Source: an optimization exercise on an open RTL-to-GDS flow (aim: small area). Production flows keep margins and buffers that such runs may drop. Only simulation tests tie the RTL to the original design; equivalence was not proved. The clock port is modelled as an ideal driver, which makes a skipped or thinned clock tree look cheaper than it is; a real chip needs a root buffer or a tree. No activity file was given, so power comes from the tool's default toggle rates.

## lane 1
==> module Car_alarm_system, before the edit <==
module Car_alarm_system(in,reset,power,siren,stat,clk);
 input reset,clk;
 input [4:0]in;
 output power,siren,stat;
 wire brk = in[4], hids = in[3], ign = in[2], dd = in[1], pd = in[0];
 wire door = dd | pd;
 reg pp, pw;
 always @(posedge clk) begin
   pp <= ign & ((pp & ~reset) | (hids & brk));
   pw <= pp & ~reset;
 end
 assign power = pw;
 localparam [8:0] D_RST = 9'd432;  
 localparam [8:0] D_POL = 9'b000001110;
 reg [8:0] e;
 wire [8:0] d = e ^ D_POL;
 reg hh_r, ckk_r;
 wire hh = hh_r ^ 1'b0, ckk = ckk_r ^ 1'b0;
 wire g = (d[7:0] == 8'd236);
 wire tick = ~reset & g;
 always @(posedge clk) begin
   e <= (reset ? D_RST : {d[7:0], d[8] ^ d[3] ^ g}) ^ D_POL;
   hh_r <= (~reset & (hh ^ g)) ^ 1'b0;
   ckk_r <= (~reset & (ckk ^ (hh & g))) ^ 1'b0;
 end
 wire ck = ~reset & ckk;
 reg [3:0] q;
 wire [3:0] qs = reset ? 4'd2 : q;
 reg k_r, start_r;
 wire k = k_r ^ 1'b0, start = start_r ^ 1'b0;
 wire d_a0 = (~qs[3] & qs[1] & ~qs[0]);
 wire d_drar = (~qs[1] & qs[0]) | (~qs[2] & ~qs[1]);
 wire d_ebea = (qs[1]);
 wire n_a0 = (~qs[3] & qs[1] & ~qs[0]);
 wire n_dreb = (~qs[2] & ~qs[1]) | (~qs[3] & qs[0]);
 wire n_arac = (qs[3] & ~qs[1]);
 wire n_al = (~qs[1]);
 wire star = (qs[3] & qs[1]) | (qs[3] & qs[2]);
 wire st1 = (qs[3] & qs[1] & ~qs[0]) | (qs[3] & qs[2] & ~qs[0]);
 wire st0 = (qs[3] & qs[1] & qs[0]) | (qs[3] & qs[2] & ~qs[1] & ~qs[0]);
 wire sir = (qs[2] & ~qs[1] & ~qs[0]);
 wire [1:0] st = {st1, st0};
 wire start_v = star & (k | start);
 reg [3:0] count_r;
 wire [3:0] count = count_r ^ 4'b0000;
 reg cr_r;
 wire cr = cr_r ^ 1'b1;
 wire cr_s = cr & ~reset;
 wire cz = (count == 4'd0);
 wire exp = cr_s & (count[3:2] == 2'b01);
 wire last = exp & (count[1:0] == 2'b00);
 wire load_ok = ~start & ~start_v;
 wire [3:0] val = (st == 2'd0) ? 4'd10 : (st == 2'd1) ? 4'd8 : (st == 2'd2) ? 4'd15 : 4'd3;
 reg [3:0] count_n;
 reg cr_n;
 always @* begin
   count_n = count;
   cr_n = cr_s;
   if (cr_s) begin
     if (tick & ~start) cr_n = 1'b0;
     if (exp & ~last) count_n = count - 4'd1;
     else if (load_ok) count_n = val;
     else if (last) count_n = 4'd3;
   end else if (start) begin
     if (tick) begin
       if (cz) begin count_n = 4'd7; cr_n = 1'b1; end
       else count_n = count - 4'd1;
     end
   end else if (load_ok) count_n = val;
 end
 always @(posedge clk) begin
   k_r <= (star & ~k) ^ 1'b0;
   start_r <= start_v ^ 1'b0;
   cr_r <= cr_n ^ 1'b1;
   count_r <= count_r ^ ((count_n ^ 4'b0000) ^ count_r);
 end
 reg [3:0] nq;
 always @* begin
   if (ign) nq = 4'd8;
   else if (door) begin
     if (d_a0) nq = (4'd11 ^ ({4{pd}} & 4'd1) | ({4{ck}} & 4'd4));
     else if (d_drar) nq = 4'd3;
     else if (d_ebea) nq = exp ? 4'd4 : qs;
     else nq = 4'd4;
   end else begin
     if (n_a0) nq = (4'd2 | {4{ck}} & 4'd4);
     else if (n_dreb) nq = 4'd13;
     else if (n_arac) nq = exp ? (4'd2 | {4{ck}} & 4'd4) : qs;
     else if (n_al) nq = 4'd12;
     else nq = start_v ? (4'd2 | {4{ck}} & 4'd4) : 4'd13;
   end
 end
 always @(posedge clk) q <= nq;
 assign siren = ~reset & ((q[2] & ~q[1] & ~q[0]));
 assign stat = ~reset & q[2];
endmodule
export LEC_CHECK = 0
export CAP_MARGIN = 20
export CORE_MARGIN = 2
export CORE_UTILIZATION = 25
export SLEW_MARGIN = 20
create_clock -name core_clock -period 15.0 [get_ports {clk}]
standard.sh (not shown) runs the stock make flow with config.mk's settings and CLKGATE_MAP_FILE= SYNTH_SCRIPT=/design/flow/synth_recipe.tcl, a recipe that flattens the netlist after the stock synthesis.
==> flow/flow/run.sh <==
#!/bin/bash
# Layout flow: the standard flow (standard.sh) with these changes.
#  1. After the standard synthesis, the combinational logic between the
#     registers is mapped again by ABC for area (remap.log); the registers,
#     their cells and names are the standard synthesis's.
#  2. buffer_ports inserts buf_1 cells as the port buffers.
#  3. Clock tree synthesis adds no dummy loads, and its root buffer is then
#     removed, so the clock port drives the (two) leaf buffers directly.
# Each tool's output goes to a log file in this folder; ORFS keeps each
# step's own log under orfs/logs/.
set -euo pipefail
export BUFFER_PORTS_ARGS="-buffer_cell sky130_fd_sc_hd__buf_1"
export CTS_ARGS="-sink_clustering_enable -repair_clock_nets -dont_use_dummy_load -buf_list sky130_fd_sc_hd__clkbuf_8 -root_buf sky130_fd_sc_hd__clkbuf_8"
export POST_CTS_TCL="$PWD/flow/post_cts.tcl"

bash standard.sh synth > standard_synth.log 2>&1

R=orfs/results/$FLOW_PLATFORM/Car_alarm_system/base
cp $R/1_2_yosys.v remap_in.v
bash flow/remap.sh remap_in.v remap_out.v > remap.log 2>&1
cp remap_out.v $R/1_2_yosys.v
rm -f $R/1_synth.odb $R/1_synth.sdc

bash standard.sh > standard.log 2>&1
Other scripts of this flow, unchanged in this note and not shown: flow/flow/cellmodels.py, flow/flow/dont_use.txt, flow/flow/post_cts.tcl, flow/flow/remap.abc, flow/flow/remap.sh
The final layout from lane 1, which completed every stage, passed the timing, design-rule and antenna checks at the end of the flow.
What lane 2 does differently from lane 1 at the input level:
==> flow/design.v <==
`timescale 1ns/1ps
module Car_alarm_system(in,reset,power,siren,stat,clk);
 input reset,clk;
 input [4:0]in;
 output power,siren,stat;
 wire brk = in[4], hids = in[3], ign = in[2], dd = in[1], pd = in[0];
 wire door = dd | pd;
 reg pp, pw;
 always @(posedge clk) begin
   pp <= ign & ((pp & ~reset) | (hids & brk));
   pw <= pp & ~reset;
 end
 assign power = pw;
 localparam [8:0] D_RST = 9'd432;  
 localparam [8:0] D_POL = 9'b000001110;
 reg [8:0] e;
 wire [8:0] d = e ^ D_POL;
 reg hh_r, ckk_r;
 wire hh = hh_r ^ 1'b0, ckk = ckk_r ^ 1'b0;
 wire g = (d[7:0] == 8'd236);
 wire tick = ~reset & g;
 always @(posedge clk) begin
   e <= (reset ? D_RST : {d[7:0], d[8] ^ d[3] ^ g}) ^ D_POL;
   hh_r <= (~reset & (hh ^ g)) ^ 1'b0;
   ckk_r <= (~reset & (ckk ^ (hh & g))) ^ 1'b0;
 end
 wire ck = ~reset & ckk;
 reg [3:0] q;
 wire [3:0] qs = reset ? 4'd10 : q;
 reg ps_r, ps2_r;
 wire ps = ps_r ^ 1'b0, ps2 = ps2_r ^ 1'b0;
 wire start = ps & ps2;
 wire d_a0 = (qs[3] & qs[1]);
 wire d_drar = (~qs[2] & qs[1]) | (~qs[3] & ~qs[1] & ~qs[0]);
 wire d_ebea = (~qs[1]);
 wire n_a0 = (qs[3] & qs[1]);
 wire n_dreb = (~qs[3] & ~qs[2]);
 wire n_arac = (~qs[3] & ~qs[0]);
 wire n_al = (qs[1]);
 wire star = (qs[3] & ~qs[1]) | (~qs[3] & qs[2] & ~qs[0]);
 wire st1 = (qs[3] & ~qs[1] & ~qs[0]) | (~qs[3] & qs[2] & qs[1] & ~qs[0]);
 wire st0 = (qs[3] & qs[0]) | (~qs[3] & qs[2] & qs[1] & ~qs[0]);
 wire sir = (~qs[3] & qs[2] & qs[1]);
 wire [1:0] st = {st1, st0};
 wire start_v = star & ps;
 reg [3:0] count_r;
 wire [3:0] count = count_r ^ 4'b0000;
 reg cr_r;
 wire cr = cr_r ^ 1'b1;
 wire cr_s = cr & ~reset;
 wire cz = (count == 4'd0);
 wire exp = cr_s & (count[3:2] == 2'b01);
 wire last = exp & (count[1:0] == 2'b00);
 wire load_ok = ~start & ~start_v;
 wire [3:0] val = (st == 2'd0) ? 4'd10 : (st == 2'd1) ? 4'd8 : (st == 2'd2) ? 4'd15 : 4'd3;
 reg [3:0] count_n;
 reg cr_n;
 always @* begin
   count_n = count;
   cr_n = cr_s;
   if (cr_s) begin
     if (tick & ~start) cr_n = 1'b0;
     if (exp & ~last) count_n = count - 4'd1;
     else if (load_ok) count_n = val;
     else if (last) count_n = 4'd3;
   end else if (start) begin
     if (tick) begin
       if (cz) begin count_n = 4'd7; cr_n = 1'b1; end
       else count_n = count - 4'd1;
     end
   end else if (load_ok) count_n = val;
 end
 always @(posedge clk) begin
   ps_r <= star ^ 1'b0;
   ps2_r <= ps ^ 1'b0;
   cr_r <= cr_n ^ 1'b1;
   count_r <= count_r ^ ((count_n ^ 4'b0000) ^ count_r);
 end
 reg [3:0] nq;
 always @* begin
   if (ign) nq = 4'd2;
   else if (door) begin
     if (d_a0) nq = (4'd9 ^ ({4{pd}} & 4'd1) | ({4{ck}} & 4'd4));
     else if (d_drar) nq = 4'd1;
     else if (d_ebea) nq = exp ? 4'd7 : qs;
     else nq = 4'd7;
   end else begin
     if (n_a0) nq = (4'd10 | {4{ck}} & 4'd4);
     else if (n_dreb) nq = 4'd4;
     else if (n_arac) nq = exp ? (4'd10 | {4{ck}} & 4'd4) : qs;
     else if (n_al) nq = 4'd6;
     else nq = start_v ? (4'd10 | {4{ck}} & 4'd4) : 4'd4;
   end
 end
 always @(posedge clk) q <= nq;
 assign siren = ~reset & ((~q[3] & q[2] & q[1]));
 assign stat = ~reset & q[2];
endmodule
Notes after the runs:
- Between lane 2 and lane 1, it is lane 2 whose cell area after placement is lower, by 1.5%.
- Changes observed in lane 2 relative to lane 1: maximum achievable frequency went down by about 3.6%; die area -64 µm²; relative contribution of the clock network to total power shows an increase of 1.2 points; total number of vias down 22; combinational power went down by 25%.
- Lane 2 against lane 1: worst setup margin down 250 ps, worst hold slack barely changed.
- From lane 1 to lane 2 the numbers moved as follows: post-synthesis instance area lower, clock power grew by about 3%, fraction of power consumed by sequential logic shows an increase of 1.3 points, final wirelength has decreased.
- NOTE total chip power lane 1->lane 2 decreased slightly
- NOTE: share of the core filled with cells in lane 2 falls short of that of lane 1

-- port drivers added, routing unchanged --
The flow's constraints put no driver on any port. The routed layouts listed below were extracted and timed again, unchanged, in two steps. Step 1, drivers: a clkbuf_16 drives clk and a buf_2 each remaining input, both assumed. Step 2, shift: input delay + t, output delay - t, t = (earliest + latest rising clock arrival at the registers) / 2. This alone moves slack from input paths to output paths. Three values: ideal ports, drivers, drivers and shift; two values: the first two.
| run | shift t [ns] | setup slack, ns | worst slew at a driven data input, ns |
|---|---|---|---|
| lane 1 | 0.168 | 8.358 / 8.333 / 8.333 | 0.03 |
| lane 2 | 0.170 | 8.108 / 8.088 / 8.088 | 0.03 |
After both steps setup and hold are still met in every run listed. For lane 1, which loses most, drivers alone change the setup slack by -0.025 ns; drivers and shift together by -0.025 ns.
